What follows belongs to an exercise in optimizing a design on an open flow for small area and a short achievable clock period; a production flow would make more cautious choices. No run shown here included a check of the RTL's function; only the layout flow was run.

## flow/design.v (module list and top-level ports; edited modules follow where they fit)
// module Synth: 1198 lines
// module FA: 10 lines
// module GP: 11 lines
// module GC: 8 lines
// module AMUX: 8 lines
module Synth(
  input         clock,
  input         reset,
  input  [19:0] io_Freq_0,
  input  [19:0] io_Freq_1,
  input  [19:0] io_Freq_2,
  input  [19:0] io_Freq_3,
  input  [19:0] io_Freq_4,
  input  [19:0] io_Freq_5,
  input  [17:0] io_Amp_0,
  input  [17:0] io_Amp_1,
  input  [17:0] io_Amp_2,
  input  [17:0] io_Amp_3,
  input  [17:0] io_Amp_4,
  input  [17:0] io_Amp_5,
  output [22:0] io_Out
);
  // ...
==> flow/flow/run.sh <==
#!/bin/bash
# Standard ORFS layout with a tighter setup-repair target and minimum-size
# port buffers. Full tool output goes to standard.log in the work folder.
set -euo pipefail
bash standard.sh SETUP_SLACK_MARGIN=8.5 'BUFFER_PORTS_ARGS=-buffer_cell sky130_fd_sc_hd__buf_1' finish > standard.log 2>&1
==> flow/standard.sh <==
#!/bin/bash
# synth_recipe.tcl (not shown) runs the flow's synth.tcl, then flattens the netlist and writes it again
# the make line also repeats each setting of config.mk as NAME=value (left out here)
make -C /OpenROAD-flow-scripts/flow DESIGN_CONFIG=/design/flow/config.mk WORK_HOME=/design/flow/orfs CLKGATE_MAP_FILE= SYNTH_SCRIPT=/design/flow/synth_recipe.tcl "${@:-finish}"
==> flow/config.mk <==
export PLATFORM = sky130hd
export DESIGN_NAME = Synth
export DESIGN_NICKNAME = Synth
export VERILOG_FILES = /design/flow/design.v
export SDC_FILE = /design/flow/constraint.sdc
export NUM_CORES = 4
export LEC_CHECK = 0
export CAP_MARGIN = 20
export CORE_MARGIN = 2
export CORE_UTILIZATION = 55
export CTS_BUF_LIST = sky130_fd_sc_hd__clkbuf_4 sky130_fd_sc_hd__clkbuf_8
export SLEW_MARGIN = 20
export SYNTH_HIERARCHICAL = 1
export SYNTH_MINIMUM_KEEP_SIZE = 0
export TNS_END_PERCENT = 20
==> flow/constraint.sdc <==
create_clock -name core_clock -period 15.0 [get_ports {clock}]
set_input_delay 3.0000 -clock core_clock [delete_from_list [all_inputs] [get_ports {clock}]]
set_output_delay 3.0000 -clock core_clock [all_outputs]
set_load 0.01 [all_outputs]
==> impl_results.html, run 1 <==
<table>
<tr><th>Metric</th><th>Value</th></tr>
<tr><th colspan="2">Status</th></tr>
<tr><td>Status</td><td>complete, no violations</td></tr>
<tr><th colspan="2">Place</th></tr>
<tr><td>Placer's final routability congestion estimate</td><td>0.928</td></tr>
<tr><td>Worst setup slack after placement</td><td>5890 ps</td></tr>
<tr><td>Count of input and output buffers</td><td>252</td></tr>
<tr><th colspan="2">Clock network</th></tr>
<tr><td>Hold buffer count at cts</td><td>0</td></tr>
<tr><td>TritonCTS clock tree</td><td>done</td></tr>
<tr><th colspan="2">Routing</th></tr>
<tr><td>Average via count per standard cell</td><td>just under 6</td></tr>
<tr><th colspan="2">Final layout</th></tr>
<tr><td>Largest registers</td><td>div (120), idx (120)</td></tr>
<tr><td>Share of cell area taken by multi-input logic gates</td><td>0.603</td></tr>
<tr><td>Fill cell total of the finished layout</td><td>roughly 4,800</td></tr>
<tr><td>Share of the core filled with cells</td><td>0.685</td></tr>
<tr><td>Footprint of the flip-flops and latches</td><td>between 9000 and 10,000 sq um</td></tr>
<tr><th colspan="2">Timing</th></tr>
<tr><td>Setup repair after global routing missed its margin</td><td>true</td></tr>
<tr><td>Layout Skew</td><td>55.4 ps</td></tr>
<tr><td>Worst Tran Pin Value</td><td>1060 ps</td></tr>
<tr><th colspan="2">Synthesis</th></tr>
<tr><td>Share of synthesized area occupied by flip-flops and latches</td><td>0.293</td></tr>
<tr><td>Post-synthesis share of cell area spent on full adders, half adders and majority gates</td><td>0.218</td></tr>
<tr><td>Number of enable-type register cells in the synthesized netlist</td><td>41</td></tr>
<tr><td>Fraction of synthesized cell area in xor and xnor cells</td><td>0.139</td></tr>
<tr><th colspan="2">Critical path</th></tr>
<tr><td>Origin of the worst setup path</td><td>io_Freq_0[18]</td></tr>
<tr><td>Sort of element at the start of the critical path</td><td>primary input</td></tr>
<tr><td>Critical path data arrival time</td><td>slightly above 8000 ps</td></tr>
<tr><td>Cell count of the worst reg-to-reg path</td><td>27</td></tr>
<tr><th colspan="2">Global routing</th></tr>
<tr><td>Pin count of the biggest net entering global routing</td><td>~180</td></tr>
<tr><td>Busiest metal layer after global routing</td><td>met2</td></tr>
<tr><th colspan="2">Run</th></tr>
<tr><td>Total of max-cap violations</td><td>0</td></tr>
<tr><th colspan="2">Floorplan</th></tr>
<tr><td>Well-tap cell count</td><td>790</td></tr>
<tr><td>Total core area</td><td>61,400 sq um</td></tr>
<tr><td>Die area</td><td>around 64,000 sq um</td></tr>
</table>
==> run 2: changes to the inputs <==
--- a/flow/design.v
+++ b/flow/design.v
@@ -17,17 +17,17 @@
 );
   reg [11:0] t;              
   reg        ph;             
   reg [19:0] div [0:5];
   reg [19:0] idx [0:5];
   reg [19:0] X0, X1;         
   reg        Xc;
   reg [19:0] IR5;            
-  reg        incR;           
+  reg        negR;           
   reg [17:0] WS, WC;         
   reg        Wc;
   reg [19:0] PS, PC;         
   reg        Pc;
   reg [19:0] W1S, W1C;       
   reg        W1c;
   reg [20:0] OS, OC;         
   reg        Oc;
@@ -58,21 +58,28 @@
     end
   end
   always @(posedge clock) begin
     for (i = 0; i < 6; i = i + 1) begin
       div[i] <= div_n[i] & {20{~reset}};
       idx[i] <= idx_n[i] & {20{~reset}};
     end
   end
-  reg [19:0] irs_n;
+  reg [19:0] irs_n, irs_c;
+  reg        ieq_n;
   always @* begin
     irs_n = 20'h0;
+    irs_c = 20'h0;
+    ieq_n = 1'b0;
     for (i = 0; i < 6; i = i + 1) begin
-      if (t[(2*i+11) % 12] | t[2*i]) irs_n = irs_n | idx_n[i];
+      if (t[(2*i+11) % 12] | t[2*i]) begin
+        irs_n = irs_n | idx_n[i];
+        irs_c = irs_c | idx[i];
+        ieq_n = ieq_n | eqv[i];
+      end
     end
   end
   wire        cinx  = Xc;
   wire idxs_g1_1 = X0[0] & X1[0];
   wire idxs_p1_1 = X0[0] ^ X1[0];
   wire idxs_g2_2 = X0[1] & X1[1];
   wire idxs_p2_2 = X0[1] ^ X1[1];
   wire idxs_g3_3 = X0[2] & X1[2];
@@ -562,21 +569,23 @@
   GC upres_g18_0 (.gh(pres_g18_16), .ph(pres_p18_16), .gl(pres_g15_0), .g(pres_g18_0));
   wire pres_g19_0;
   GC upres_g19_0 (.gh(pres_g19_16), .ph(pres_p19_16), .gl(pres_g15_0), .g(pres_g19_0));
   wire pres_g20_0;
   GC upres_g20_0 (.gh(pres_g20_16), .ph(pres_p20_16), .gl(pres_g15_0), .g(pres_g20_0));
   wire [19:0] pres = {pres_p20_20 ^ pres_g19_0, pres_p19_19 ^ pres_g18_0, pres_p18_18 ^ pres_g17_0, pres_p17_17 ^ pres_g16_0, pres_p16_16 ^ pres_g15_0, pres_p15_15 ^ pres_g14_0, pres_p14_14 ^ pres_g13_0, pres_p13_13 ^ pres_g12_0, pres_p12_12 ^ pres_g11_0, pres_p11_11 ^ pres_g10_0, pres_p10_10 ^ pres_g9_0, pres_p9_9 ^ pres_g8_0, pres_p8_8 ^ pres_g7_0, pres_p7_7 ^ pres_g6_0, pres_p6_6 ^ pres_g5_0, pres_p5_5 ^ pres_g4_0, pres_p4_4 ^ pres_g3_0, pres_p3_3 ^ pres_g2_0, pres_p2_2 ^ pres_g1_0, pres_p1_1 ^ Pc};
   wire [19:0] index = idxs;
   wire [17:0] fold  = index[18] ? index[17:0] : ~index[17:0];
-  wire        negw  = ph & (index[19] ^ (incR & (&index[18:0])));
+  wire        negw  = ph & negR;
   wire [17:0] Wv   = ~wvs;                          
   wire [19:0] Pres = pres;                          
   wire [22:0] prow = {23{t[11]}} & {{3{Pres[19]}}, Pres};
-  wire [19:0] irow = {20{t[1] | t[3] | t[5] | t[9]}} & irs_n;
+  wire        gi   = t[1] | t[3] | t[5] | t[9];
+  wire [19:0] irow = {20{gi}} & irs_c;
+  wire        ibit = gi & ieq_n;
   wire [17:0] m1 = ph ? Wv : fold;
   wire [17:0] m2;
   wire [17:0] foldq = {18{~ph}} & fold;
   wire  [5:0] asel = {t[11], t[9], t[7], t[5], t[3], t[1]};
   genvar q;
   generate
     for (q = 0; q < 18; q = q + 1) begin : amux
       AMUX u (.a({amp[5][q], amp[4][q], amp[3][q], amp[2][q], amp[1][q], amp[0][q]}),
@@ -774,301 +783,305 @@
   FA utc168 (.a(pp4[9]), .b(pp5[7]), .c(pp6[5]), .s(ts167), .co(tc168));
   wire ts169, tc170;
   FA utc170 (.a(pp7[3]), .b(pp8[1]), .c(tc146), .s(ts169), .co(tc170));
   wire ts171, tc172;
   FA utc172 (.a(tc148), .b(tc150), .c(ts163), .s(ts171), .co(tc172));
   wire ts173, tc174;
   FA utc174 (.a(ts165), .b(ts167), .c(tc152), .s(ts173), .co(tc174));
   wire ts175, tc176;
-  FA utc176 (.a(tc154), .b(ts169), .c(ts171), .s(ts175), .co(tc176));
+  FA utc176 (.a(tc154), .b(ts169), .c(ibit), .s(ts175), .co(tc176));
   wire ts177, tc178;
-  FA utc178 (.a(tc156), .b(ts173), .c(tc158), .s(ts177), .co(tc178));
+  FA utc178 (.a(ts171), .b(tc156), .c(ts173), .s(ts177), .co(tc178));
   wire ts179, tc180;
-  FA utc180 (.a(ts175), .b(tc160), .c(ts177), .s(ts179), .co(tc180));
-  wire ts181, tc182;
-  FA utc182 (.a(neg[9]), .b(prow[1]), .c(irow[1]), .s(ts181), .co(tc182));
+  FA utc180 (.a(tc158), .b(ts175), .c(ts177), .s(ts179), .co(tc180));
+  wire ts181 = tc160 ^ tc162;
+  wire tc182 = tc160 & tc162;
   wire ts183, tc184;
-  FA utc184 (.a(pp0[18]), .b(pp1[16]), .c(pp2[14]), .s(ts183), .co(tc184));
+  FA utc184 (.a(neg[9]), .b(prow[1]), .c(irow[1]), .s(ts183), .co(tc184));
   wire ts185, tc186;
-  FA utc186 (.a(pp3[12]), .b(pp4[10]), .c(pp5[8]), .s(ts185), .co(tc186));
+  FA utc186 (.a(ts183), .b(pp0[18]), .c(pp1[16]), .s(ts185), .co(tc186));
   wire ts187, tc188;
-  FA utc188 (.a(pp6[6]), .b(pp7[4]), .c(pp8[2]), .s(ts187), .co(tc188));
+  FA utc188 (.a(pp2[14]), .b(pp3[12]), .c(pp4[10]), .s(ts187), .co(tc188));
   wire ts189, tc190;
-  FA utc190 (.a(pp9[0]), .b(tc164), .c(tc166), .s(ts189), .co(tc190));
+  FA utc190 (.a(pp5[8]), .b(pp6[6]), .c(pp7[4]), .s(ts189), .co(tc190));
   wire ts191, tc192;
-  FA utc192 (.a(tc168), .b(ts181), .c(ts183), .s(ts191), .co(tc192));
+  FA utc192 (.a(pp8[2]), .b(pp9[0]), .c(tc164), .s(ts191), .co(tc192));
   wire ts193, tc194;
-  FA utc194 (.a(ts185), .b(ts187), .c(tc170), .s(ts193), .co(tc194));
+  FA utc194 (.a(tc166), .b(tc168), .c(ts185), .s(ts193), .co(tc194));
   wire ts195, tc196;
-  FA utc196 (.a(tc172), .b(ts189), .c(ts191), .s(ts195), .co(tc196));
+  FA utc196 (.a(ts187), .b(ts189), .c(tc170), .s(ts195), .co(tc196));
   wire ts197, tc198;
-  FA utc198 (.a(tc174), .b(ts193), .c(tc176), .s(ts197), .co(tc198));
+  FA utc198 (.a(tc172), .b(ts191), .c(ts193), .s(ts197), .co(tc198));
   wire ts199, tc200;
-  FA utc200 (.a(ts195), .b(tc178), .c(ts197), .s(ts199), .co(tc200));
-  wire ts201 = ~(prow[2] ^ ~neg[0]);
-  wire tc202 = prow[2] | ~neg[0];
-  wire ts203, tc204;
-  FA utc204 (.a(ts201), .b(irow[2]), .c(pp1[17]), .s(ts203), .co(tc204));
-  wire ts205, tc206;
-  FA utc206 (.a(pp2[15]), .b(pp3[13]), .c(pp4[11]), .s(ts205), .co(tc206));
+  FA utc200 (.a(tc174), .b(ts195), .c(tc176), .s(ts199), .co(tc200));
+  wire ts201, tc202;
+  FA utc202 (.a(ts197), .b(tc178), .c(ts199), .s(ts201), .co(tc202));
+  wire ts203 = tc180 ^ ts201;
+  wire tc204 = tc180 & ts201;
+  wire ts205 = ~(prow[2] ^ ~neg[0]);
+  wire tc206 = prow[2] | ~neg[0];
   wire ts207, tc208;
-  FA utc208 (.a(pp5[9]), .b(pp6[7]), .c(pp7[5]), .s(ts207), .co(tc208));
+  FA utc208 (.a(irow[2]), .b(ts205), .c(tc184), .s(ts207), .co(tc208));
   wire ts209, tc210;
-  FA utc210 (.a(pp8[3]), .b(pp9[1]), .c(tc182), .s(ts209), .co(tc210));
+  FA utc210 (.a(pp1[17]), .b(pp2[15]), .c(pp3[13]), .s(ts209), .co(tc210));
   wire ts211, tc212;
-  FA utc212 (.a(tc184), .b(tc186), .c(tc188), .s(ts211), .co(tc212));
+  FA utc212 (.a(pp4[11]), .b(pp5[9]), .c(pp6[7]), .s(ts211), .co(tc212));
   wire ts213, tc214;
-  FA utc214 (.a(ts203), .b(ts205), .c(ts207), .s(ts213), .co(tc214));
+  FA utc214 (.a(pp7[5]), .b(pp8[3]), .c(pp9[1]), .s(ts213), .co(tc214));
   wire ts215, tc216;
-  FA utc216 (.a(tc190), .b(tc192), .c(ts209), .s(ts215), .co(tc216));
+  FA utc216 (.a(ts207), .b(tc186), .c(tc188), .s(ts215), .co(tc216));
   wire ts217, tc218;
-  FA utc218 (.a(ts211), .b(ts213), .c(tc194), .s(ts217), .co(tc218));
+  FA utc218 (.a(tc190), .b(ts209), .c(ts211), .s(ts217), .co(tc218));
   wire ts219, tc220;
-  FA utc220 (.a(tc196), .b(ts215), .c(ts217), .s(ts219), .co(tc220));
-  wire ts221 = tc198 ^ ts219;
-  wire tc222 = tc198 & ts219;
-  wire ts223 = ~(prow[3] ^ tc202);
-  wire tc224 = prow[3] | tc202;
+  FA utc220 (.a(ts213), .b(tc192), .c(tc194), .s(ts219), .co(tc220));
+  wire ts221, tc222;
+  FA utc222 (.a(ts215), .b(ts217), .c(tc196), .s(ts221), .co(tc222));
+  wire ts223, tc224;
+  FA utc224 (.a(tc198), .b(ts219), .c(ts221), .s(ts223), .co(tc224));
   wire ts225, tc226;
-  FA utc226 (.a(ts223), .b(irow[3]), .c(pp1[18]), .s(ts225), .co(tc226));
-  wire ts227, tc228;
-  FA utc228 (.a(pp2[16]), .b(pp3[14]), .c(pp4[12]), .s(ts227), .co(tc228));
+  FA utc226 (.a(tc200), .b(ts223), .c(tc202), .s(ts225), .co(tc226));
+  wire ts227 = ~(prow[3] ^ irow[3]);
+  wire tc228 = prow[3] | irow[3];
   wire ts229, tc230;
-  FA utc230 (.a(pp5[10]), .b(pp6[8]), .c(pp7[6]), .s(ts229), .co(tc230));
+  FA utc230 (.a(tc206), .b(ts227), .c(pp1[18]), .s(ts229), .co(tc230));
   wire ts231, tc232;
-  FA utc232 (.a(pp8[4]), .b(pp9[2]), .c(tc204), .s(ts231), .co(tc232));
+  FA utc232 (.a(pp2[16]), .b(pp3[14]), .c(pp4[12]), .s(ts231), .co(tc232));
   wire ts233, tc234;
-  FA utc234 (.a(tc206), .b(tc208), .c(ts225), .s(ts233), .co(tc234));
+  FA utc234 (.a(pp5[10]), .b(pp6[8]), .c(pp7[6]), .s(ts233), .co(tc234));
   wire ts235, tc236;
-  FA utc236 (.a(ts227), .b(ts229), .c(tc210), .s(ts235), .co(tc236));
+  FA utc236 (.a(pp8[4]), .b(pp9[2]), .c(tc208), .s(ts235), .co(tc236));
   wire ts237, tc238;
-  FA utc238 (.a(tc212), .b(tc214), .c(ts231), .s(ts237), .co(tc238));
+  FA utc238 (.a(tc210), .b(tc212), .c(tc214), .s(ts237), .co(tc238));
   wire ts239, tc240;
-  FA utc240 (.a(ts233), .b(tc216), .c(ts235), .s(ts239), .co(tc240));
+  FA utc240 (.a(ts229), .b(ts231), .c(ts233), .s(ts239), .co(tc240));
   wire ts241, tc242;
-  FA utc242 (.a(ts237), .b(tc218), .c(ts239), .s(ts241), .co(tc242));
-  wire ts243 = tc220 ^ ts241;
-  wire tc244 = tc220 & ts241;
+  FA utc242 (.a(ts235), .b(tc216), .c(tc218), .s(ts241), .co(tc242));
+  wire ts243, tc244;
+  FA utc244 (.a(ts237), .b(ts239), .c(tc220), .s(ts243), .co(tc244));
   wire ts245, tc246;
-  FA utc246 (.a(prow[4]), .b(~neg[1]), .c(tc224), .s(ts245), .co(tc246));
-  wire ts247, tc248;
-  FA utc248 (.a(irow[4]), .b(pp2[17]), .c(pp3[15]), .s(ts247), .co(tc248));
+  FA utc246 (.a(ts241), .b(tc222), .c(ts243), .s(ts245), .co(tc246));
+  wire ts247 = tc224 ^ ts245;
+  wire tc248 = tc224 & ts245;
   wire ts249, tc250;
-  FA utc250 (.a(pp4[13]), .b(pp5[11]), .c(pp6[9]), .s(ts249), .co(tc250));
+  FA utc250 (.a(prow[4]), .b(~neg[1]), .c(irow[4]), .s(ts249), .co(tc250));
   wire ts251, tc252;
-  FA utc252 (.a(pp7[7]), .b(pp8[5]), .c(pp9[3]), .s(ts251), .co(tc252));
+  FA utc252 (.a(tc228), .b(ts249), .c(pp2[17]), .s(ts251), .co(tc252));
   wire ts253, tc254;
-  FA utc254 (.a(ts245), .b(tc226), .c(tc228), .s(ts253), .co(tc254));
+  FA utc254 (.a(pp3[15]), .b(pp4[13]), .c(pp5[11]), .s(ts253), .co(tc254));
   wire ts255, tc256;
-  FA utc256 (.a(tc230), .b(ts247), .c(ts249), .s(ts255), .co(tc256));
+  FA utc256 (.a(pp6[9]), .b(pp7[7]), .c(pp8[5]), .s(ts255), .co(tc256));
   wire ts257, tc258;
-  FA utc258 (.a(ts251), .b(tc232), .c(tc234), .s(ts257), .co(tc258));
+  FA utc258 (.a(pp9[3]), .b(tc230), .c(tc232), .s(ts257), .co(tc258));
   wire ts259, tc260;
-  FA utc260 (.a(ts253), .b(ts255), .c(tc236), .s(ts259), .co(tc260));
+  FA utc260 (.a(tc234), .b(tc236), .c(ts251), .s(ts259), .co(tc260));
   wire ts261, tc262;
-  FA utc262 (.a(tc238), .b(ts257), .c(tc240), .s(ts261), .co(tc262));
+  FA utc262 (.a(ts253), .b(ts255), .c(tc238), .s(ts261), .co(tc262));
   wire ts263, tc264;
-  FA utc264 (.a(ts259), .b(tc242), .c(ts261), .s(ts263), .co(tc264));
-  wire ts265 = ~(prow[5] ^ irow[5]);
-  wire tc266 = prow[5] | irow[5];
+  FA utc264 (.a(tc240), .b(ts257), .c(ts259), .s(ts263), .co(tc264));
+  wire ts265, tc266;
+  FA utc266 (.a(tc242), .b(ts261), .c(ts263), .s(ts265), .co(tc266));
   wire ts267, tc268;
-  FA utc268 (.a(pp2[18]), .b(pp3[16]), .c(pp4[14]), .s(ts267), .co(tc268));
-  wire ts269, tc270;
-  FA utc270 (.a(pp5[12]), .b(pp6[10]), .c(pp7[8]), .s(ts269), .co(tc270));
+  FA utc268 (.a(tc244), .b(ts265), .c(tc246), .s(ts267), .co(tc268));
+  wire ts269 = ~(prow[5] ^ irow[5]);
+  wire tc270 = prow[5] | irow[5];
   wire ts271, tc272;
-  FA utc272 (.a(pp8[6]), .b(pp9[4]), .c(tc246), .s(ts271), .co(tc272));
+  FA utc272 (.a(tc250), .b(ts269), .c(pp2[18]), .s(ts271), .co(tc272));
   wire ts273, tc274;
-  FA utc274 (.a(tc248), .b(tc250), .c(tc252), .s(ts273), .co(tc274));
+  FA utc274 (.a(pp3[16]), .b(pp4[14]), .c(pp5[12]), .s(ts273), .co(tc274));
   wire ts275, tc276;
-  FA utc276 (.a(ts265), .b(ts267), .c(ts269), .s(ts275), .co(tc276));
+  FA utc276 (.a(pp6[10]), .b(pp7[8]), .c(pp8[6]), .s(ts275), .co(tc276));
   wire ts277, tc278;
-  FA utc278 (.a(ts271), .b(tc254), .c(tc256), .s(ts277), .co(tc278));
+  FA utc278 (.a(pp9[4]), .b(tc252), .c(tc254), .s(ts277), .co(tc278));
   wire ts279, tc280;
-  FA utc280 (.a(ts273), .b(ts275), .c(tc258), .s(ts279), .co(tc280));
+  FA utc280 (.a(tc256), .b(ts271), .c(ts273), .s(ts279), .co(tc280));
   wire ts281, tc282;
-  FA utc282 (.a(ts277), .b(tc260), .c(ts279), .s(ts281), .co(tc282));
-  wire ts283 = tc262 ^ ts281;
-  wire tc284 = tc262 & ts281;
+  FA utc282 (.a(ts275), .b(tc258), .c(tc260), .s(ts281), .co(tc282));
+  wire ts283, tc284;
+  FA utc284 (.a(ts277), .b(ts279), .c(tc262), .s(ts283), .co(tc284));
   wire ts285, tc286;
-  FA utc286 (.a(prow[6]), .b(~neg[2]), .c(irow[6]), .s(ts285), .co(tc286));
-  wire ts287, tc288;
-  FA utc288 (.a(pp3[17]), .b(pp4[15]), .c(pp5[13]), .s(ts287), .co(tc288));
+  FA utc286 (.a(tc264), .b(ts281), .c(ts283), .s(ts285), .co(tc286));
+  wire ts287 = tc266 ^ ts285;
+  wire tc288 = tc266 & ts285;
   wire ts289, tc290;
-  FA utc290 (.a(pp6[11]), .b(pp7[9]), .c(pp8[7]), .s(ts289), .co(tc290));
+  FA utc290 (.a(prow[6]), .b(~neg[2]), .c(irow[6]), .s(ts289), .co(tc290));
   wire ts291, tc292;
-  FA utc292 (.a(pp9[5]), .b(tc266), .c(tc268), .s(ts291), .co(tc292));
+  FA utc292 (.a(tc270), .b(ts289), .c(pp3[17]), .s(ts291), .co(tc292));
   wire ts293, tc294;
-  FA utc294 (.a(tc270), .b(ts285), .c(ts287), .s(ts293), .co(tc294));
+  FA utc294 (.a(pp4[15]), .b(pp5[13]), .c(pp6[11]), .s(ts293), .co(tc294));
   wire ts295, tc296;
-  FA utc296 (.a(ts289), .b(tc272), .c(tc274), .s(ts295), .co(tc296));
+  FA utc296 (.a(pp7[9]), .b(pp8[7]), .c(pp9[5]), .s(ts295), .co(tc296));
   wire ts297, tc298;
-  FA utc298 (.a(tc276), .b(ts291), .c(ts293), .s(ts297), .co(tc298));
+  FA utc298 (.a(tc272), .b(tc274), .c(tc276), .s(ts297), .co(tc298));
   wire ts299, tc300;
-  FA utc300 (.a(tc278), .b(ts295), .c(ts297), .s(ts299), .co(tc300));
+  FA utc300 (.a(ts291), .b(ts293), .c(ts295), .s(ts299), .co(tc300));
   wire ts301, tc302;
-  FA utc302 (.a(tc280), .b(ts299), .c(tc282), .s(ts301), .co(tc302));
-  wire ts303 = ~(prow[7] ^ irow[7]);
-  wire tc304 = prow[7] | irow[7];
+  FA utc302 (.a(tc278), .b(tc280), .c(ts297), .s(ts301), .co(tc302));
+  wire ts303, tc304;
+  FA utc304 (.a(ts299), .b(tc282), .c(ts301), .s(ts303), .co(tc304));
   wire ts305, tc306;
-  FA utc306 (.a(pp3[18]), .b(pp4[16]), .c(pp5[14]), .s(ts305), .co(tc306));
-  wire ts307, tc308;
-  FA utc308 (.a(pp6[12]), .b(pp7[10]), .c(pp8[8]), .s(ts307), .co(tc308));
+  FA utc306 (.a(tc284), .b(ts303), .c(tc286), .s(ts305), .co(tc306));
+  wire ts307 = ~(prow[7] ^ irow[7]);
+  wire tc308 = prow[7] | irow[7];
   wire ts309, tc310;
-  FA utc310 (.a(pp9[6]), .b(tc286), .c(tc288), .s(ts309), .co(tc310));
+  FA utc310 (.a(tc290), .b(ts307), .c(pp3[18]), .s(ts309), .co(tc310));
   wire ts311, tc312;
-  FA utc312 (.a(tc290), .b(ts303), .c(ts305), .s(ts311), .co(tc312));
+  FA utc312 (.a(pp4[16]), .b(pp5[14]), .c(pp6[12]), .s(ts311), .co(tc312));
   wire ts313, tc314;
-  FA utc314 (.a(ts307), .b(tc292), .c(tc294), .s(ts313), .co(tc314));
+  FA utc314 (.a(pp7[10]), .b(pp8[8]), .c(pp9[6]), .s(ts313), .co(tc314));
   wire ts315, tc316;
-  FA utc316 (.a(ts309), .b(ts311), .c(tc296), .s(ts315), .co(tc316));
+  FA utc316 (.a(tc292), .b(tc294), .c(tc296), .s(ts315), .co(tc316));
   wire ts317, tc318;
-  FA utc318 (.a(tc298), .b(ts313), .c(ts315), .s(ts317), .co(tc318));
-  wire ts319 = tc300 ^ ts317;
-  wire tc320 = tc300 & ts317;
+  FA utc318 (.a(ts309), .b(ts311), .c(ts313), .s(ts317), .co(tc318));
+  wire ts319, tc320;
+  FA utc320 (.a(tc298), .b(tc300), .c(ts315), .s(ts319), .co(tc320));
   wire ts321, tc322;
-  FA utc322 (.a(prow[8]), .b(~neg[3]), .c(irow[8]), .s(ts321), .co(tc322));
-  wire ts323, tc324;
-  FA utc324 (.a(pp4[17]), .b(pp5[15]), .c(pp6[13]), .s(ts323), .co(tc324));
+  FA utc322 (.a(ts317), .b(tc302), .c(ts319), .s(ts321), .co(tc322));
+  wire ts323 = tc304 ^ ts321;
+  wire tc324 = tc304 & ts321;
   wire ts325, tc326;
-  FA utc326 (.a(pp7[11]), .b(pp8[9]), .c(pp9[7]), .s(ts325), .co(tc326));
+  FA utc326 (.a(prow[8]), .b(~neg[3]), .c(irow[8]), .s(ts325), .co(tc326));
   wire ts327, tc328;
-  FA utc328 (.a(tc304), .b(tc306), .c(tc308), .s(ts327), .co(tc328));
+  FA utc328 (.a(tc308), .b(ts325), .c(pp4[17]), .s(ts327), .co(tc328));
   wire ts329, tc330;
-  FA utc330 (.a(ts321), .b(ts323), .c(ts325), .s(ts329), .co(tc330));
+  FA utc330 (.a(pp5[15]), .b(pp6[13]), .c(pp7[11]), .s(ts329), .co(tc330));
   wire ts331, tc332;
-  FA utc332 (.a(tc310), .b(tc312), .c(ts327), .s(ts331), .co(tc332));
+  FA utc332 (.a(pp8[9]), .b(pp9[7]), .c(tc310), .s(ts331), .co(tc332));
   wire ts333, tc334;
-  FA utc334 (.a(ts329), .b(tc314), .c(ts331), .s(ts333), .co(tc334));
+  FA utc334 (.a(tc312), .b(tc314), .c(ts327), .s(ts333), .co(tc334));
   wire ts335, tc336;
-  FA utc336 (.a(tc316), .b(ts333), .c(tc318), .s(ts335), .co(tc336));
-  wire ts337 = ~(prow[9] ^ irow[9]);
-  wire tc338 = prow[9] | irow[9];
+  FA utc336 (.a(ts329), .b(tc316), .c(tc318), .s(ts335), .co(tc336));
+  wire ts337, tc338;
+  FA utc338 (.a(ts331), .b(ts333), .c(tc320), .s(ts337), .co(tc338));
   wire ts339, tc340;
-  FA utc340 (.a(pp4[18]), .b(pp5[16]), .c(pp6[14]), .s(ts339), .co(tc340));
-  wire ts341, tc342;
-  FA utc342 (.a(pp7[12]), .b(pp8[10]), .c(pp9[8]), .s(ts341), .co(tc342));
+  FA utc340 (.a(ts335), .b(tc322), .c(ts337), .s(ts339), .co(tc340));
+  wire ts341 = ~(prow[9] ^ irow[9]);
+  wire tc342 = prow[9] | irow[9];
   wire ts343, tc344;
-  FA utc344 (.a(tc322), .b(tc324), .c(tc326), .s(ts343), .co(tc344));
+  FA utc344 (.a(tc326), .b(ts341), .c(pp4[18]), .s(ts343), .co(tc344));
   wire ts345, tc346;
-  FA utc346 (.a(ts337), .b(ts339), .c(ts341), .s(ts345), .co(tc346));
+  FA utc346 (.a(pp5[16]), .b(pp6[14]), .c(pp7[12]), .s(ts345), .co(tc346));
   wire ts347, tc348;
-  FA utc348 (.a(tc328), .b(tc330), .c(ts343), .s(ts347), .co(tc348));
+  FA utc348 (.a(pp8[10]), .b(pp9[8]), .c(tc328), .s(ts347), .co(tc348));
   wire ts349, tc350;
-  FA utc350 (.a(ts345), .b(tc332), .c(ts347), .s(ts349), .co(tc350));
-  wire ts351 = tc334 ^ ts349;
-  wire tc352 = tc334 & ts349;
+  FA utc350 (.a(tc330), .b(ts343), .c(ts345), .s(ts349), .co(tc350));
+  wire ts351, tc352;
+  FA utc352 (.a(tc332), .b(tc334), .c(ts347), .s(ts351), .co(tc352));
   wire ts353, tc354;
-  FA utc354 (.a(prow[10]), .b(~neg[4]), .c(irow[10]), .s(ts353), .co(tc354));
-  wire ts355, tc356;
-  FA utc356 (.a(pp5[17]), .b(pp6[15]), .c(pp7[13]), .s(ts355), .co(tc356));
+  FA utc354 (.a(ts349), .b(tc336), .c(ts351), .s(ts353), .co(tc354));
+  wire ts355 = tc338 ^ ts353;
+  wire tc356 = tc338 & ts353;
   wire ts357, tc358;
-  FA utc358 (.a(pp8[11]), .b(pp9[9]), .c(tc338), .s(ts357), .co(tc358));
+  FA utc358 (.a(prow[10]), .b(~neg[4]), .c(irow[10]), .s(ts357), .co(tc358));
   wire ts359, tc360;
-  FA utc360 (.a(tc340), .b(tc342), .c(ts353), .s(ts359), .co(tc360));
+  FA utc360 (.a(tc342), .b(ts357), .c(pp5[17]), .s(ts359), .co(tc360));
   wire ts361, tc362;
-  FA utc362 (.a(ts355), .b(tc344), .c(tc346), .s(ts361), .co(tc362));
+  FA utc362 (.a(pp6[15]), .b(pp7[13]), .c(pp8[11]), .s(ts361), .co(tc362));
   wire ts363, tc364;
-  FA utc364 (.a(ts357), .b(ts359), .c(tc348), .s(ts363), .co(tc364));
+  FA utc364 (.a(pp9[9]), .b(tc344), .c(tc346), .s(ts363), .co(tc364));
   wire ts365, tc366;
-  FA utc366 (.a(ts361), .b(tc350), .c(ts363), .s(ts365), .co(tc366));
-  wire ts367 = ~(prow[11] ^ irow[11]);
-  wire tc368 = prow[11] | irow[11];
+  FA utc366 (.a(ts359), .b(ts361), .c(tc348), .s(ts365), .co(tc366));
+  wire ts367, tc368;
+  FA utc368 (.a(tc350), .b(ts363), .c(tc352), .s(ts367), .co(tc368));
   wire ts369, tc370;
-  FA utc370 (.a(pp5[18]), .b(pp6[16]), .c(pp7[14]), .s(ts369), .co(tc370));
-  wire ts371, tc372;
-  FA utc372 (.a(pp8[12]), .b(pp9[10]), .c(tc354), .s(ts371), .co(tc372));
+  FA utc370 (.a(ts365), .b(tc354), .c(ts367), .s(ts369), .co(tc370));
+  wire ts371 = ~(prow[11] ^ irow[11]);
+  wire tc372 = prow[11] | irow[11];
   wire ts373, tc374;
-  FA utc374 (.a(tc356), .b(ts367), .c(ts369), .s(ts373), .co(tc374));
+  FA utc374 (.a(tc358), .b(ts371), .c(pp5[18]), .s(ts373), .co(tc374));
   wire ts375, tc376;
-  FA utc376 (.a(tc358), .b(tc360), .c(ts371), .s(ts375), .co(tc376));
+  FA utc376 (.a(pp6[16]), .b(pp7[14]), .c(pp8[12]), .s(ts375), .co(tc376));
   wire ts377, tc378;
-  FA utc378 (.a(ts373), .b(tc362), .c(ts375), .s(ts377), .co(tc378));
-  wire ts379 = tc364 ^ ts377;
-  wire tc380 = tc364 & ts377;
+  FA utc378 (.a(pp9[10]), .b(tc360), .c(tc362), .s(ts377), .co(tc378));
+  wire ts379, tc380;
+  FA utc380 (.a(ts373), .b(ts375), .c(tc364), .s(ts379), .co(tc380));
   wire ts381, tc382;
-  FA utc382 (.a(prow[12]), .b(~neg[5]), .c(irow[12]), .s(ts381), .co(tc382));
-  wire ts383, tc384;
-  FA utc384 (.a(pp6[17]), .b(pp7[15]), .c(pp8[13]), .s(ts383), .co(tc384));
+  FA utc382 (.a(ts377), .b(tc366), .c(ts379), .s(ts381), .co(tc382));
+  wire ts383 = tc368 ^ ts381;
+  wire tc384 = tc368 & ts381;
   wire ts385, tc386;
-  FA utc386 (.a(pp9[11]), .b(tc368), .c(tc370), .s(ts385), .co(tc386));
+  FA utc386 (.a(prow[12]), .b(~neg[5]), .c(irow[12]), .s(ts385), .co(tc386));
   wire ts387, tc388;
-  FA utc388 (.a(ts381), .b(ts383), .c(tc372), .s(ts387), .co(tc388));
+  FA utc388 (.a(tc372), .b(ts385), .c(pp6[17]), .s(ts387), .co(tc388));
   wire ts389, tc390;
-  FA utc390 (.a(tc374), .b(ts385), .c(tc376), .s(ts389), .co(tc390));
+  FA utc390 (.a(pp7[15]), .b(pp8[13]), .c(pp9[11]), .s(ts389), .co(tc390));
   wire ts391, tc392;
-  FA utc392 (.a(ts387), .b(tc378), .c(ts389), .s(ts391), .co(tc392));
-  wire ts393 = ~(prow[13] ^ irow[13]);
-  wire tc394 = prow[13] | irow[13];
+  FA utc392 (.a(tc374), .b(tc376), .c(ts387), .s(ts391), .co(tc392));
+  wire ts393, tc394;
+  FA utc394 (.a(ts389), .b(tc378), .c(ts391), .s(ts393), .co(tc394));
   wire ts395, tc396;
-  FA utc396 (.a(pp6[18]), .b(pp7[16]), .c(pp8[14]), .s(ts395), .co(tc396));
-  wire ts397, tc398;
-  FA utc398 (.a(pp9[12]), .b(tc382), .c(tc384), .s(ts397), .co(tc398));
+  FA utc396 (.a(tc380), .b(ts393), .c(tc382), .s(ts395), .co(tc396));
+  wire ts397 = ~(prow[13] ^ irow[13]);
+  wire tc398 = prow[13] | irow[13];
   wire ts399, tc400;
-  FA utc400 (.a(ts393), .b(ts395), .c(tc386), .s(ts399), .co(tc400));
+  FA utc400 (.a(tc386), .b(ts397), .c(pp6[18]), .s(ts399), .co(tc400));
   wire ts401, tc402;
-  FA utc402 (.a(ts397), .b(tc388), .c(ts399), .s(ts401), .co(tc402));
-  wire ts403 = tc390 ^ ts401;
-  wire tc404 = tc390 & ts401;
+  FA utc402 (.a(pp7[16]), .b(pp8[14]), .c(pp9[12]), .s(ts401), .co(tc402));
+  wire ts403, tc404;
+  FA utc404 (.a(tc388), .b(tc390), .c(ts399), .s(ts403), .co(tc404));
   wire ts405, tc406;
-  FA utc406 (.a(prow[14]), .b(~neg[6]), .c(irow[14]), .s(ts405), .co(tc406));
-  wire ts407, tc408;
-  FA utc408 (.a(pp7[17]), .b(pp8[15]), .c(pp9[13]), .s(ts407), .co(tc408));
+  FA utc406 (.a(ts401), .b(tc392), .c(ts403), .s(ts405), .co(tc406));
+  wire ts407 = tc394 ^ ts405;
+  wire tc408 = tc394 & ts405;
   wire ts409, tc410;
-  FA utc410 (.a(tc394), .b(tc396), .c(ts405), .s(ts409), .co(tc410));
+  FA utc410 (.a(prow[14]), .b(~neg[6]), .c(irow[14]), .s(ts409), .co(tc410));
   wire ts411, tc412;
-  FA utc412 (.a(ts407), .b(tc398), .c(ts409), .s(ts411), .co(tc412));
+  FA utc412 (.a(tc398), .b(ts409), .c(pp7[17]), .s(ts411), .co(tc412));
   wire ts413, tc414;
-  FA utc414 (.a(tc400), .b(ts411), .c(tc402), .s(ts413), .co(tc414));
-  wire ts415 = ~(prow[15] ^ irow[15]);
-  wire tc416 = prow[15] | irow[15];
+  FA utc414 (.a(pp8[15]), .b(pp9[13]), .c(tc400), .s(ts413), .co(tc414));
+  wire ts415, tc416;
+  FA utc416 (.a(tc402), .b(ts411), .c(tc404), .s(ts415), .co(tc416));
   wire ts417, tc418;
-  FA utc418 (.a(pp7[18]), .b(pp8[16]), .c(pp9[14]), .s(ts417), .co(tc418));
-  wire ts419, tc420;
-  FA utc420 (.a(tc406), .b(tc408), .c(ts415), .s(ts419), .co(tc420));
+  FA utc418 (.a(ts413), .b(tc406), .c(ts415), .s(ts417), .co(tc418));
+  wire ts419 = ~(prow[15] ^ irow[15]);
+  wire tc420 = prow[15] | irow[15];
   wire ts421, tc422;
-  FA utc422 (.a(ts417), .b(tc410), .c(ts419), .s(ts421), .co(tc422));
-  wire ts423 = tc412 ^ ts421;
-  wire tc424 = tc412 & ts421;
+  FA utc422 (.a(tc410), .b(ts419), .c(pp7[18]), .s(ts421), .co(tc422));
+  wire ts423, tc424;
+  FA utc424 (.a(pp8[16]), .b(pp9[14]), .c(tc412), .s(ts423), .co(tc424));
   wire ts425, tc426;
-  FA utc426 (.a(prow[16]), .b(~neg[7]), .c(irow[16]), .s(ts425), .co(tc426));
-  wire ts427, tc428;
-  FA utc428 (.a(pp8[17]), .b(pp9[15]), .c(tc416), .s(ts427), .co(tc428));
+  FA utc426 (.a(ts421), .b(tc414), .c(ts423), .s(ts425), .co(tc426));
+  wire ts427 = tc416 ^ ts425;
+  wire tc428 = tc416 & ts425;
   wire ts429, tc430;
-  FA utc430 (.a(tc418), .b(ts425), .c(tc420), .s(ts429), .co(tc430));
+  FA utc430 (.a(prow[16]), .b(~neg[7]), .c(irow[16]), .s(ts429), .co(tc430));
   wire ts431, tc432;
-  FA utc432 (.a(ts427), .b(tc422), .c(ts429), .s(ts431), .co(tc432));
-  wire ts433 = ~(prow[17] ^ irow[17]);
-  wire tc434 = prow[17] | irow[17];
+  FA utc432 (.a(tc420), .b(ts429), .c(pp8[17]), .s(ts431), .co(tc432));
+  wire ts433, tc434;
+  FA utc434 (.a(pp9[15]), .b(tc422), .c(ts431), .s(ts433), .co(tc434));
   wire ts435, tc436;
-  FA utc436 (.a(pp8[18]), .b(pp9[16]), .c(tc426), .s(ts435), .co(tc436));
-  wire ts437, tc438;
-  FA utc438 (.a(ts433), .b(tc428), .c(ts435), .s(ts437), .co(tc438));
-  wire ts439 = tc430 ^ ts437;
-  wire tc440 = tc430 & ts437;
+  FA utc436 (.a(tc424), .b(ts433), .c(tc426), .s(ts435), .co(tc436));
+  wire ts437 = ~(prow[17] ^ irow[17]);
+  wire tc438 = prow[17] | irow[17];
+  wire ts439, tc440;
+  FA utc440 (.a(tc430), .b(ts437), .c(pp8[18]), .s(ts439), .co(tc440));
   wire ts441, tc442;
-  FA utc442 (.a(prow[18]), .b(~neg[8]), .c(irow[18]), .s(ts441), .co(tc442));
-  wire ts443, tc444;
-  FA utc444 (.a(pp9[17]), .b(tc434), .c(ts441), .s(ts443), .co(tc444));
+  FA utc442 (.a(pp9[16]), .b(tc432), .c(ts439), .s(ts441), .co(tc442));
+  wire ts443 = tc434 ^ ts441;
+  wire tc444 = tc434 & ts441;
   wire ts445, tc446;
-  FA utc446 (.a(tc436), .b(ts443), .c(tc438), .s(ts445), .co(tc446));
-  wire ts447 = ~(prow[19] ^ irow[19]);
-  wire tc448 = prow[19] | irow[19];
+  FA utc446 (.a(prow[18]), .b(~neg[8]), .c(irow[18]), .s(ts445), .co(tc446));
+  wire ts447, tc448;
+  FA utc448 (.a(tc438), .b(ts445), .c(pp9[17]), .s(ts447), .co(tc448));
   wire ts449, tc450;
-  FA utc450 (.a(pp9[18]), .b(tc442), .c(ts447), .s(ts449), .co(tc450));
-  wire ts451 = tc444 ^ ts449;
-  wire tc452 = tc444 & ts449;
+  FA utc450 (.a(tc440), .b(ts447), .c(tc442), .s(ts449), .co(tc450));
+  wire ts451 = ~(prow[19] ^ irow[19]);
+  wire tc452 = prow[19] | irow[19];
   wire ts453, tc454;
-  FA utc454 (.a(prow[20]), .b(~neg[9]), .c(tc448), .s(ts453), .co(tc454));
-  wire ts455 = tc450 ^ ts453;
-  wire tc456 = tc450 & ts453;
-  wire ts457 = ~(prow[21] ^ tc454);
-  wire tc458 = prow[21] | tc454;
-  wire ts459 = ~prow[22];
-  wire tc460 = prow[22];
+  FA utc454 (.a(tc446), .b(ts451), .c(pp9[18]), .s(ts453), .co(tc454));
+  wire ts455 = tc448 ^ ts453;
+  wire tc456 = tc448 & ts453;
+  wire ts457, tc458;
+  FA utc458 (.a(prow[20]), .b(~neg[9]), .c(tc452), .s(ts457), .co(tc458));
+  wire ts459 = ts457 ^ tc454;
+  wire tc460 = ts457 & tc454;
+  wire ts461 = ~(prow[21] ^ tc458);
+  wire tc462 = prow[21] | tc458;
+  wire ts463 = ~prow[22];
+  wire tc464 = prow[22];
   wire g0_0 = pp0[0] & ts1;
   wire p0_0 = pp0[0] | ts1;
   wire g1_1 = pp0[1] & ts3;
   wire p1_1 = pp0[1] | ts3;
   wire g2_2 = pp1[0] & ts7;
   wire p2_2 = pp1[0] | ts7;
   wire g3_3 = ts9 & ts11;
   wire p3_3 = ts9 | ts11;
@@ -1126,36 +1139,36 @@
   GC ugc0_8 (.gh(g8_8), .ph(p8_8), .gl(g0_7), .g(g0_8));
   wire g0_10;
   GC ugc0_10 (.gh(g9_10), .ph(p9_10), .gl(g0_8), .g(g0_10));
   wire g0_12;
   GC ugc0_12 (.gh(g11_12), .ph(p11_12), .gl(g0_10), .g(g0_12));
   wire g0_16;
   GC ugc0_16 (.gh(g13_16), .ph(p13_16), .gl(g0_12), .g(g0_16));
   wire c17 = g0_16;
-  assign R0 = {tc458, tc456, tc452, tc446, tc440, tc432, tc424, tc414, tc404, tc392, tc380, tc366, tc352, tc336, tc320, tc302, tc284, tc264, tc244, tc222, tc200, tc180, tc162, tc144, tc128, tc112, tc98, tc84, ts81, tc60, tc50, ts47, ts37, ts29, ts21, ts15, ts9, pp1[0], pp0[1], pp0[0]};
-  assign R1 = {ts459, ts457, ts455, ts451, ts445, ts439, ts431, ts423, ts413, ts403, ts391, ts379, ts365, ts351, ts335, ts319, ts301, ts283, ts263, ts243, ts221, ts199, ts179, ts161, ts143, ts127, ts111, ts97, ts83, ts71, ts59, ts49, ts39, ts31, ts23, ts17, ts11, ts7, ts3, ts1};
+  assign R0 = {tc462, tc460, tc456, tc450, tc444, tc436, tc428, tc418, tc408, tc396, tc384, tc370, tc356, tc340, tc324, tc306, tc288, tc268, tc248, tc226, tc204, tc182, ts179, tc144, tc128, tc112, tc98, tc84, ts81, tc60, tc50, ts47, ts37, ts29, ts21, ts15, ts9, pp1[0], pp0[1], pp0[0]};
+  assign R1 = {ts463, ts461, ts459, ts455, ts449, ts443, ts435, ts427, ts417, ts407, ts395, ts383, ts369, ts355, ts339, ts323, ts305, ts287, ts267, ts247, ts225, ts203, ts181, ts161, ts143, ts127, ts111, ts97, ts83, ts71, ts59, ts49, ts39, ts31, ts23, ts17, ts11, ts7, ts3, ts1};
   wire        c18 = (R0[17] & R1[17]) | ((R0[17] | R1[17]) & c17);
   wire [19:0] nIR5 = ~IR5;
   wire [19:0] s1 = W1S ^ W1C ^ nIR5;
   wire [19:0] k1 = {(W1S[18:0] & W1C[18:0]) | (W1S[18:0] & nIR5[18:0]) | (W1C[18:0] & nIR5[18:0]), W1c};
   wire [19:0] Y0 = s1 ^ k1 ^ irs_n;
   wire [19:0] Y1 = {(s1[18:0] & k1[18:0]) | (s1[18:0] & irs_n[18:0]) | (k1[18:0] & irs_n[18:0]), 1'b1};
   always @(posedge clock) begin
     if (reset) begin
       t <= 12'h001;
       ph <= 1'b0;
-      incR <= 1'b0;
+      negR <= 1'b0;
       X0 <= 20'h0;
       X1 <= 20'h0;
       Xc <= 1'b0;
     end else begin
       t <= {t[10:0], t[11]};
       ph <= ~ph;
-      incR <= |(eqv & {t[10], t[8], t[6], t[4], t[2], t[0]});
+      negR <= index[19] ^ (ieq_n & ~ph & (&index[18:0]));
       if (t[7]) begin
         X0 <= Y0;
         X1 <= Y1;
         Xc <= 1'b0;
       end else if (t[11]) begin
         X0 <= irs_n;
         X1 <= 20'h0;
         Xc <= 1'b0;
==> flow/config.mk (replaced) <==
export PLATFORM = sky130hd
export DESIGN_NAME = Synth
export DESIGN_NICKNAME = Synth
export VERILOG_FILES = /design/flow/design.v
export SDC_FILE = /design/flow/constraint.sdc
export NUM_CORES = 4
export LEC_CHECK = 0
export CAP_MARGIN = 20
export CORE_MARGIN = 2
export CORE_UTILIZATION = 40
export SLEW_MARGIN = 20
export SYNTH_HIERARCHICAL = 1
export SYNTH_MINIMUM_KEEP_SIZE = 0
export TNS_END_PERCENT = 20
==> run 2 against run 1 <==
Effect of this change:
- still clean
- utilization fell by 21 points
- clock-buffer cell count decreased by 49
- global-route usage decreased by 10 points
- critical path depth is 6 lower
- largest cell class unchanged
==> impl_results.html, run 2 <==
<table>
<tr><th>Metric</th><th>Value</th></tr>
<tr><th colspan="2">Synthesis</th></tr>
<tr><td>Most used DFF post-synth</td><td>sky130_fd_sc_hd__dfxtp_1 (unchanged)</td></tr>
<tr><td>Synthesis Warnings</td><td>11 (unchanged)</td></tr>
<tr><td>Leading cell type by number of instances after synthesis</td><td>sky130_fd_sc_hd__dfxtp_1 (unchanged)</td></tr>
<tr><td>Fraction of post-synthesis cell area in the top cell type by area</td><td>0.255 (was 0.257)</td></tr>
<tr><td>Flop and latch count out of synthesis</td><td>477 (unchanged)</td></tr>
<tr><td>Synth Net Count</td><td>4,248 (was 4,178)</td></tr>
<tr><td>Netlist Area Pre-Place</td><td>34,300 sq um (was 34,000 sq um)</td></tr>
<tr><td>Post-synthesis average cell area</td><td>9.63 sq um (was 9.73 sq um)</td></tr>
<tr><td>Cell types with the highest counts after synthesis</td><td>sky130_fd_sc_hd__dfxtp_1 (436), sky130_fd_sc_hd__xnor2_1 (379), sky130_fd_sc_hd__nor2_1 (295) (was sky130_fd_sc_hd__dfxtp_1 (436), sky130_fd_sc_hd__xnor2_1 (320), sky130_fd_sc_hd__nor2_1 (307))</td></tr>
<tr><td>Number of enable-type register cells in the synthesized netlist</td><td>41 (unchanged)</td></tr>
<tr><td>Share of synthesized area occupied by flip-flops and latches</td><td>0.290 (was 0.293)</td></tr>
<tr><td>Async set or reset register ratio after synthesis</td><td>0 (unchanged)</td></tr>
<tr><td>Count of unique library cells instantiated by Yosys</td><td>69 (unchanged)</td></tr>
<tr><td>Cell types with the largest area share after synthesis</td><td>sky130_fd_sc_hd__dfxtp_1 (25%), sky130_fd_sc_hd__fa_1 (13%), sky130_fd_sc_hd__xnor2_1 (9.7%) (was sky130_fd_sc_hd__dfxtp_1 (26%), sky130_fd_sc_hd__fa_1 (13%), sky130_fd_sc_hd__ha_1 (8.3%))</td></tr>
<tr><td>Cell count after synthesis</td><td>3,562 (was 3,494)</td></tr>
<tr><td>Yosys top cell by area</td><td>sky130_fd_sc_hd__dfxtp_1 (unchanged)</td></tr>
<tr><th colspan="2">Routing</th></tr>
<tr><td>Remaining design rule violation count</td><td>0 (unchanged)</td></tr>
<tr><td>Initial DRT Pass Iterations</td><td>10 (was 6)</td></tr>
<tr><td>Average via count per standard cell</td><td>5.53 (was 5.95)</td></tr>
<tr><td>DR iter-0 viols</td><td>2,385 (was 2,432)</td></tr>
<tr><td>Routed length per instance</td><td>21.5 um (was 23.0 um)</td></tr>
<tr><td>Via count</td><td>27,734 (was 28,624)</td></tr>
<tr><td>Final Routed Wirelength</td><td>108 mm (was 111 mm)</td></tr>
<tr><td>Remaining number of nets flagged by the antenna check after routing</td><td>0 (unchanged)</td></tr>
<tr><th colspan="2">Final layout</th></tr>
<tr><td>Count of antenna diodes in the layout</td><td>0 (was 2)</td></tr>
<tr><td>Final #Nets</td><td>4,515 (was 4,635)</td></tr>
<tr><td>Layout Cells excl Fill</td><td>5,017 (was 4,808)</td></tr>
<tr><td>Area Growth Syn to Fin</td><td>18.2% (was 23.8%)</td></tr>
<tr><td>Footprint of the multi-input gates</td><td>24,300 sq um (was 25,400 sq um)</td></tr>
<tr><td>Final Cell Area</td><td>40,500 sq um (was 42,100 sq um)</td></tr>
<tr><td>Leading cell type in the layout, fill and taps excluded</td><td>sky130_fd_sc_hd__dfxtp_1 (unchanged)</td></tr>
<tr><td>Fill cell total of the finished layout</td><td>7,987 (was 4,782)</td></tr>
<tr><td>Top library cells by usage in the layout, fill and taps aside</td><td>sky130_fd_sc_hd__dfxtp_1 (423), sky130_fd_sc_hd__xnor2_1 (358), sky130_fd_sc_hd__nor2_1 (276) (was sky130_fd_sc_hd__dfxtp_1 (421), sky130_fd_sc_hd__xnor2_1 (282), sky130_fd_sc_hd__nor2_1 (278))</td></tr>
<tr><td>Share of post-route cells with drive strength above 1</td><td>0.132 (was 0.208)</td></tr>
<tr><td>Largest registers</td><td>div (120), idx (120) (unchanged)</td></tr>
<tr><td>Footprint of the flip-flops and latches</td><td>9980 sq um (was 9990 sq um)</td></tr>
<tr><th colspan="2">Critical path</th></tr>
<tr><td>Required time reported for the critical path endpoint</td><td>15,490 ps (was 15,570 ps)</td></tr>
<tr><td>Setup crit end kind</td><td>flop (unchanged)</td></tr>
<tr><td>Highest fanout seen on the critical path</td><td>5 (unchanged)</td></tr>
<tr><td>Sort of element at the start of the critical path</td><td>primary input (unchanged)</td></tr>
<tr><td>Slowest stage cell on the critical path</td><td>sky130_fd_sc_hd__a222oi_1 (was sky130_fd_sc_hd__fa_2)</td></tr>
<tr><td>Kind of critical path</td><td>primary input to flop (unchanged)</td></tr>
<tr><td>Critical path data arrival time</td><td>7640 ps (was 8140 ps)</td></tr>
<tr><td>Highest cell delay on the worst timing path</td><td>770 ps (was 610 ps)</td></tr>
<tr><td>Combined buffer and inverter count along the critical path</td><td>2 (was 5)</td></tr>
<tr><td>Critical path cell sequence</td><td>buf_1, a222oi_1, nand3_4, buf_8, a22oi_2, xnor2_2, fa_2, fa_2, fa_1, fa_1, ha_4, or2_4, a21o_1, a21o_1, a21o_4, maj3_2 (was buf_1, xor2_1, nor4_2, nand3_4, buf_4, buf_4, nor3_2, xnor2_1, o2bb2ai_2, a2111oi_4, buf_4, or2_2, ha_1, inv_1, fa_2, fa_2, fa_1, fa_2, o21ai_1, o21ai_1, o21ai_1, nor2_1)</td></tr>
<tr><td>Dominant delay contributor by cell family on the critical path</td><td>adder cells (unchanged)</td></tr>
<tr><th colspan="2">Clock network</th></tr>
<tr><td>Number of H-tree levels</td><td>2 (was 3)</td></tr>
<tr><td>TritonCTS clock tree</td><td>done (unchanged)</td></tr>
<tr><td>Worst-path clk slew</td><td>60 ps (about the same)</td></tr>
<tr><td>Worst skew pair latency</td><td>650 ps (was 690 ps)</td></tr>
<tr><td>Clock root buffer</td><td>sky130_fd_sc_hd__clkbuf_16 (was sky130_fd_sc_hd__clkbuf_8)</td></tr>
<tr><td>CTS max path bufs</td><td>3 (unchanged)</td></tr>
<tr><td>Clock buffer count from CTS</td><td>55 (was 83)</td></tr>
<tr><td>Hold buffer count at cts</td><td>0 (unchanged)</td></tr>
<tr><td>Sink count of the clock tree</td><td>477 (unchanged)</td></tr>
<tr><th colspan="2">Worst hold path</th></tr>
<tr><td>Type of the tightest min-delay check</td><td>flop to flop (unchanged)</td></tr>
<tr><th colspan="2">Timing</th></tr>
<tr><td>Maximum clock frequency</td><td>0.140 GHz (was 0.132 GHz)</td></tr>
<tr><td>Clock period minus worst slack</td><td>7150 ps (was 7570 ps)</td></tr>
<tr><td>Relative slew margins</td><td>0.283 (was 0.293)</td></tr>
<tr><td>Number of max-slew violations in the final report</td><td>0 (unchanged)</td></tr>
<tr><td>Number of endpoints with negative hold slack in the final report</td><td>0 (unchanged)</td></tr>
<tr><td>Layout Skew</td><td>54.5 ps (was 55.4 ps)</td></tr>
<tr><td>Setup tns final</td><td>0 ps (unchanged)</td></tr>
<tr><td>Period utilisation layout</td><td>0.477 (was 0.505)</td></tr>
<tr><td>Worst Tran Pin Value</td><td>1070 ps (was 1060 ps)</td></tr>
<tr><td>Setup repair after global routing missed its margin</td><td>true (unchanged)</td></tr>
<tr><td>Count of endpoints failing setup in the final report</td><td>0 (unchanged)</td></tr>
<tr><th colspan="2">Place</th></tr>
<tr><td>Half-perimeter wire length of the detailed placement result</td><td>76.3 mm (was 76.7 mm)</td></tr>
<tr><td>Count of input and output buffers</td><td>252 (unchanged)</td></tr>
<tr><td>Placer's final routability congestion estimate</td><td>0.886 (was 0.928)</td></tr>
<tr><td>Placed insts</td><td>4,825 (was 4,411)</td></tr>
<tr><td>Area post-placement</td><td>36,500 sq um (was 36,100 sq um)</td></tr>
<tr><th colspan="2">Floorplan</th></tr>
<tr><td>Total core area</td><td>85,000 sq um (was 61,400 sq um)</td></tr>
<tr><td>IO Count</td><td>253 (unchanged)</td></tr>
<tr><td>Die area</td><td>88,100 sq um (was 63,800 sq um)</td></tr>
<tr><td>Initial core utilization</td><td>0.403 (was 0.554)</td></tr>
<tr><td>Vertical die dimension</td><td>297 um (was 253 um)</td></tr>
<tr><td>Horizontal extent of the die</td><td>297 um (was 253 um)</td></tr>
<tr><td>Rows</td><td>107 (was 91)</td></tr>
<tr><th colspan="2">Global routing</th></tr>
<tr><td>Vias in the first global route</td><td>28,059 (was 29,074)</td></tr>
<tr><td>First-pass GRT wire length</td><td>166 mm (was 168 mm)</td></tr>
<tr><td>Pin count of the biggest net entering global routing</td><td>75 (was 176)</td></tr>
<tr><td>GRT Overall Usage</td><td>0.241 (was 0.343)</td></tr>
<tr><td>Overflow left after global routing</td><td>0 (unchanged)</td></tr>
<tr><td>Antenna violations before repair</td><td>0 (was 2)</td></tr>
<tr><th colspan="2">Status</th></tr>
<tr><td>Status</td><td>complete, no violations (unchanged)</td></tr>
<tr><th colspan="2">Run</th></tr>
<tr><td>Total of max-cap violations</td><td>0 (unchanged)</td></tr>
</table>
[run 2: changes by cell type in the layout (fill, tap and decap cells not counted), moves of 24 or more]
cell / delta
sky130_fd_sc_hd__o22ai_1: +24
sky130_fd_sc_hd__nor4_1: +60
sky130_fd_sc_hd__clkbuf_16: +57
sky130_fd_sc_hd__nor3_1: +38
sky130_fd_sc_hd__clkbuf_8: -83
sky130_fd_sc_hd__and2_1: -51
sky130_fd_sc_hd__and3_1: +53
sky130_fd_sc_hd__buf_4: -133
sky130_fd_sc_hd__a22oi_1: +24
sky130_fd_sc_hd__clkbuf_4: -37
sky130_fd_sc_hd__a22oi_2: +27
sky130_fd_sc_hd__xor2_1: -27
sky130_fd_sc_hd__xnor2_1: +76
[run 2: path summary, 6_finish.rpt]
| path | start | end | slack (ps) | cells past startpoint |
|---|---|---|---|---|
| min | t[10] | t[11] | 470 | 1 |
| max | io_Amp_0[3] | Wc | 7850 | 16 |
| max reg2reg | X1[2] | Wc | 8010 | 28 |
| min reg2reg | t[10] | t[11] | 470 | 1 |
[run 2: through the flow]
stage / hold WS (ps) / util / setup slack (ps)
3_3_place_gp: 457 / 0.430 / 6400
2_1_floorplan: 450 / - / 7660
4_1_cts: 471 / 0.471 / 7910
6_report: 466 / 0.477 / 7850
5_1_grt: 497 / 0.477 / 7750
3_5_place_dp: 458 / 0.430 / 6450
[run 2: cell type report]
type                            instances  area share
Inverter                              114      0.0106
Sequential cell                       477       0.246
Tap cell                             1144      0.0353
Multi-Input combinational cell       2772       0.601
Timing Repair Buffer                  409      0.0601
Clock inverter                         20     0.00735
Clock buffer                           81      0.0394
[run 2: timing repair]
action                                  in CTS  in global routing
buffers inserted                            70                 17
pin swaps                                   70                 57
gates cloned                                 3                  1
gates resized for setup                    195                 67
endpoints found under the setup margin     182                129
[run 2: cells by family after synthesis]
group                      count (synthesis)  share of synthesized area
and+or+nand+nor                          995                      0.147
AOI/OAI and AO/OA                        670                      0.140
xor gates and xnor gates                 549                      0.141
DFF                                      477                      0.290
adders and majority gates                457                      0.217
buffers and inverters                    314                     0.0357
muxes                                    100                     0.0294
[run 2: Yosys stat by module (local to each module, per instance)]
module  cells  times used
AMUX        4          18
FA          1         191
GC          1          86
GP          2          87
Synth    3039           1
[run 2: metal layers]
layer / vias to the layer above / wire length [um] / global-route usage
met5: - / 0 / 0
met4: 0 / 6360 / 0.124
met3: 266 / 7230 / 0.0448
met2: 1030 / 49100 / 0.387
met1: 13446 / 45300 / 0.309
li1: 12992 / - / -

[port drivers added, routing unchanged]
How much do the figures lean on ideal ports? The routed layouts below were timed once more, with nothing changed but the port constraints. Step 1 assumes that a clkbuf_16 drives the clock port and a buf_2 every other input. Step 2 times the ports against the registers' clock, not the clock port: input delays grow and output delays shrink by t, the midpoint of the rising clock arrivals with the driver on. a / b / c = no drivers / after step 1 / after step 2; a / b = the first two.
run	shift t [ns]	slack for setup (ns)	hold WS [ns]
run 1	0.729	7.432 / 7.460 / 6.731	0.483 / 0.483 / 0.483
run 2	0.681	7.850 / 7.889 / 7.208	0.466 / 0.466 / 0.466
After both steps setup and hold are still met in every run listed. The setup slack of run 1, which loses most, moves by +0.028 ns with the drivers and by -0.701 ns with both steps.
